Source: an optimization exercise on an open RTL-to-GDS flow (aim: small area, a short achievable clock period and few clock cycles per item). Production flows keep margins and buffers that such runs may drop. The RTL was checked by simulation tests, not by an equivalence proof against the original design.

## flow/design.v (module list and top-level ports; edited modules follow where they fit)
// module mult: 1139 lines
// module mult_fa: 4 lines
// module mult_ha: 4 lines
module mult(
	input clk, rst, start, in_is_signed,
	input [31:0] in_a, in_b,
	output mult_status,
	output [63:0] s);
  // ...
==> flow/flow/run.sh <==
#!/bin/bash
set -euo pipefail
export BUFFER_PORTS_ARGS="-buffer_cell sky130_fd_sc_hd__buf_2"
bash standard.sh > standard.log 2>&1
==> flow/standard.sh <==
#!/bin/bash
# synth_recipe.tcl (not shown) runs the flow's synth.tcl, then flattens the netlist and writes it again
# the make line also repeats each setting of config.mk as NAME=value (left out here)
make -C /OpenROAD-flow-scripts/flow DESIGN_CONFIG=/design/flow/config.mk WORK_HOME=/design/flow/orfs CLKGATE_MAP_FILE= SYNTH_SCRIPT=/design/flow/synth_recipe.tcl "${@:-finish}"
==> flow/config.mk <==
export PLATFORM = sky130hd
export DESIGN_NAME = mult
export DESIGN_NICKNAME = mult
export VERILOG_FILES = /design/flow/design.v
export SDC_FILE = /design/flow/constraint.sdc
export NUM_CORES = 4
export LEC_CHECK = 0
export ABC_AREA = 1
export CAP_MARGIN = 20
export CORE_MARGIN = 2
export CORE_UTILIZATION = 40
export CTS_BUF_LIST = sky130_fd_sc_hd__clkbuf_8
export SLEW_MARGIN = 20
export SYNTH_HIERARCHICAL = 1
==> flow/constraint.sdc <==
create_clock -name core_clock -period 50.0 [get_ports {clk}]
set_input_delay 10.0000 -clock core_clock [delete_from_list [all_inputs] [get_ports {clk}]]
set_output_delay 10.0000 -clock core_clock [all_outputs]
set_load 0.01 [all_outputs]
==> flow_metrics.py, run 1 <==
metrics = {
    "timing": {
        "finalSetupViolations": 0,
        "worstMarginPinSlew_ns": 0.9234,
    },
    "layout": {
        "fin_util_pct": 43.23,
        "stdcell_count": 2660,
        "seq_cell_count": 122,
        "area.sequential_mm2": 0.003495,
        "largest_register": "acc",
        "area_growth_pct": 6.864,
        "final_cell_mix": "nand2_1 (371), xor2_1 (275), o22ai_1 (258)",
        "layout_commonest_cell": "nand2_1",
    },
    "synthesis": {
        "async_flop_share_pct": 0,
        "synth_mux_area_share_pct": 0,
        "synth_top_cell_by_area": "fa_1",
        "synthAdderAreaFrac_pct": 33.14,
    },
    "cts": {
        "cts_tree": "done",
        "clk-insertion-delay-late_ns": 0.48,
    },
    "worst_setup_path": {
        "cp_data_arrival_time_ns": 6.52,
        "path_cells": "buf_8 > o22ai_1 > xor2_1 > fa_1 > fa_1 > fa_1 > fa_1 > ha_1 > nand2_1 > nor2_1 > inv_1 > nor2_1 > nand2_1 > nand2_1 > nand2_1 > nand2_1 > inv_1 > o21bai_1 > nand2_1 > nand3_1 > nand2_1 > nand2_1 > fa_1 > buf_2",
        "end_kind": "output port",
    },
    "flow_run": {
        "maxCapViolations": 0,
    },
    "placement": {
        "gp_congestion": 0.8987,
        "dpl_worst_slack_ns": 33.66,
    },
    "run_status": {
        "status": "no timing/DRC/antenna violations",
    },
    "global_routing": {
        "antenna_found_initial": 1,
        "grt_pass1_vias": 15872,
    },
    "floorplanning": {
        "rows": 78,
    },
}
Testbench counts, summed over its fixed seeds: cycles 4,019, items 3,200.
==> run 2, diff against run 1 <==
--- a/flow/config.mk
+++ b/flow/config.mk
@@ -9,6 +9,5 @@
 export CAP_MARGIN = 20
 export CORE_MARGIN = 2
 export CORE_UTILIZATION = 40
-export CTS_BUF_LIST = sky130_fd_sc_hd__clkbuf_8
 export SLEW_MARGIN = 20
 export SYNTH_HIERARCHICAL = 1
==> run 2 against run 1 <==
  * Core utilization increased by 0.42 points
  * Synthesized area unchanged
  * Critical path type unchanged
  * Die area unchanged
  * Highest routed layer unchanged
  * Routed wire length about the same
  * Sequential share of layout area decreased by 0.17 points
  * Global-route usage about the same
==> flow_metrics.py, run 2 <==
metrics = {
    "floorplanning": {
        "die_w_um": 218,
        "initial_core_util_pct": 40.45,
        "rows": 78,
        "core_mm2": 0.04528,
        "die_h_um": 218,
        "die_area_mm2": 0.04752,
        "ioPinCount": 133,
    },
    "timing": {
        "max_freq_ghz": 0.06068,
        "whs_ns": 0.5680,
        "finalSetupViolations": 0,
        "fin_worst_skew_ns": 0.01096,
        "period_needed_ns": 16.48,
        "rsz0062_at_grt": "no",
        "hold_viol_final": 0,
        "worstMarginPinSlew_ns": 0.9105,
        "layout_worst_path_cycle_share_pct": 32.96,
        "slew_violations": 0,
        "maxSlewHeadroom_pct": 39.15,
        "setup_tns_ns": 0,
        "worst_slack_ns": 33.52,
    },
    "layout": {
        "fillCellCount": 4460,
        "fin_area_mm2": 0.01977,
        "top_regs": "acc x48, n_b x33, wlo x16",
        "final_cell_mix": "nand2_1 (371), xor2_1 (275), o22ai_1 (258)",
        "layout_commonest_cell": "nand2_1",
        "drive_gt1_share_pct": 11.02,
        "largest_register": "acc",
        "nets": 2449,
        "largest_register_ffs": 48,
        "area_growth_pct": 7.909,
        "diodes": 0,
    },
    "global_routing": {
        "grt_pass1_wl_mm": 92.02,
        "gr-usage-met3_pct": 5.997,
        "grt_busiest_layer": "met2",
        "grt_max_degree": 65,
        "grtUsageMet2_pct": 38.53,
        "grt_pass1_vias": 15883,
        "grt_usage_pct": 25.52,
        "grt_overflow": 0,
        "gr-usage-met1_pct": 34.11,
        "antenna_found_initial": 1,
    },
    "routing": {
        "vias": 15552,
        "drc_errors": 0,
        "viasPerCell": 5.847,
        "wl_mm": 59.60,
        "drt-wirelength-per-cell_um": 22.41,
        "drtPass1Iterations": 5,
        "drt-initial-drc-count": 1539,
        "ant_nets": 0,
    },
    "synthesis": {
        "ys_seq_area_share_pct": 19.07,
        "yosysMostFrequentCell": "nand2_1",
        "synthDominantCellAreaShare_pct": 27.54,
        "synth_edf_count": 105,
        "synth_top_cell_by_area": "fa_1",
        "async_flop_share_pct": 0,
        "synth.ff_latch_count": 122,
        "netlist_instances": 2065,
        "yosysWarnings": 7,
        "synth.top_cells.by_count": "nand2_1 (371), xor2_1 (275), o22ai_1 (258)",
        "syn_area_mm2": 0.01832,
        "syn-num-nets": 2467,
        "synth_cell_type_count": 39,
        "synth-main-ff-cell": "edfxtp_1",
        "synth.area.top_cells": "fa_1 (28%), edfxtp_1 (17%), xor2_1 (13%)",
        "syn-mean-instance-area_um2": 8.871,
    },
    "placement": {
        "placed_area_mm2": 0.01914,
        "dp_hpwl_mm": 43.21,
        "dpl_worst_slack_ns": 33.66,
        "numPortBuffers": 132,
        "gp_congestion": 0.8987,
    },
    "cts": {
        "cts_hold_buf": 0,
        "cts_buffers": 17,
        "numClockSinks": 122,
        "clk-insertion-delay-late_ns": 0.44,
        "cts_resized": 0,
        "postCtsSetupBuffers": 0,
        "htreeDepth": 4,
        "cts_tree": "done",
        "path_clk_slew_ns": 0.06,
        "clockBufferDepth": 2,
        "cts-root-buf": "clkbuf_16",
    },
    "worst_setup_path": {
        "crit_fanout": 19,
        "end_kind": "output port",
        "critPathKind": "register to output port",
        "cp_data_arrival_time_ns": 6.48,
        "worstSetupStartpointType": "register",
        "worst_ep_required_time_ns": 40.00,
    },
    "run_status": {
        "status": "no timing/DRC/antenna violations",
    },
    "flow_run": {
        "maxCapViolations": 0,
    },
    "hold_path": {
        "worst_hold_path_type": "register to register",
    },
}
run 2: cell counts after synthesis:
No cell type changed its count.
run 2: stage by stage:
step	utilization, %	cells
CTS	43.55	2657
global route	43.65	2660
finish	43.65	2660
global placement	42.26	2625
floorplan	-	2065
detailed placement	42.26	2625
run 2: kinds of logic after synthesis:
kind of cell,synth area share [%]
simple gates,12.76
compound gates,12.59
buf+inv,7.902
fa+ha+maj,33.14
xor+xnor,14.53
flops,19.07
run 2: modules after synthesis, one instance, submodules excluded:
module,area (um^2),flops+latches,copies in the design,cells
mult,13680,122,1,1827
mult_fa,20.02,0,221,1
mult_ha,12.51,0,17,1
run 2: worst paths after layout:
| check | end | cells past startpoint | startpoint | slack, ns |
|---|---|---|---|---|
| max | s[31] | 23 | one_b[0] | 33.52 |
| min | neg[0] | 2 | wlo[1] | 0.57 |
| max reg2reg | acc[46] | 25 | one_b[0] | 43.77 |
| min reg2reg | neg[0] | 2 | wlo[1] | 0.57 |
run 2: cell type report:
type	instances	area [um^2]	share of cell area, %
Multi-Input combinational cell	1576	13390	67.76
Sequential cell	122	3495	17.68
Timing Repair Buffer	163	915.9	4.633
Inverter	167	626.9	3.171
Clock inverter	13	142.6	0.7216
Tap cell	600	750.7	3.798
Clock buffer	19	442.9	2.241
run 2: per-layer routing:
metal	up-vias	wire [um]
met5	-	0
met1	7662	24280
met3	177	5979
li1	6830	-
met4	0	3088
met2	883	26250
run 2: critical path, stage by stage (launching register included):
cell and delay [ns]:
edfxtp_1 0.75, buf_8 0.26, o22ai_1 0.12, xor2_1 0.21, fa_1 0.49, fa_1 0.46
fa_1 0.53, fa_1 0.42, ha_1 0.33, nand2_1 0.09, inv_1 0.04, nand2_1 0.05
nand2_1 0.06, a21oi_1 0.14, nand2_1 0.23, a31oi_1 0.28, inv_1 0.09, nand2_1 0.07
nand3_1 0.06, inv_1 0.08, o21ai_0 0.10, fa_1 0.39, xor2_1 0.52, buf_2 0.24

port drivers added, routing unchanged:
In the flow no input, the clock included, has a driving cell. The finished layouts below were timed again as built, in two steps.
Step 1: set_driving_cell puts a clkbuf_16 on clk and a buf_2 on each other input, an assumption about the parent block.
Step 2, shift: input delay + t, output delay - t, t = (earliest + latest rising clock arrival at the registers) / 2. This alone moves slack from input paths to output paths.
Slacks: no drivers / after step 1 / after step 2; pairs: no drivers / after step 1.
run | t (ns) | setup WS [ns] | slew at the worst register clock pin (ns) | worst slew at a driven data input, ns | pins driven straight from the clock port
run 1 | 0.518 | 33.483 / 33.440 / 33.958 | 0.09 / 0.09 | 0.04 | 1
run 2 | 0.484 | 33.520 / 33.472 / 33.957 | 0.06 / 0.06 | 0.04 | 1
After both steps setup and hold are still met in every run listed.
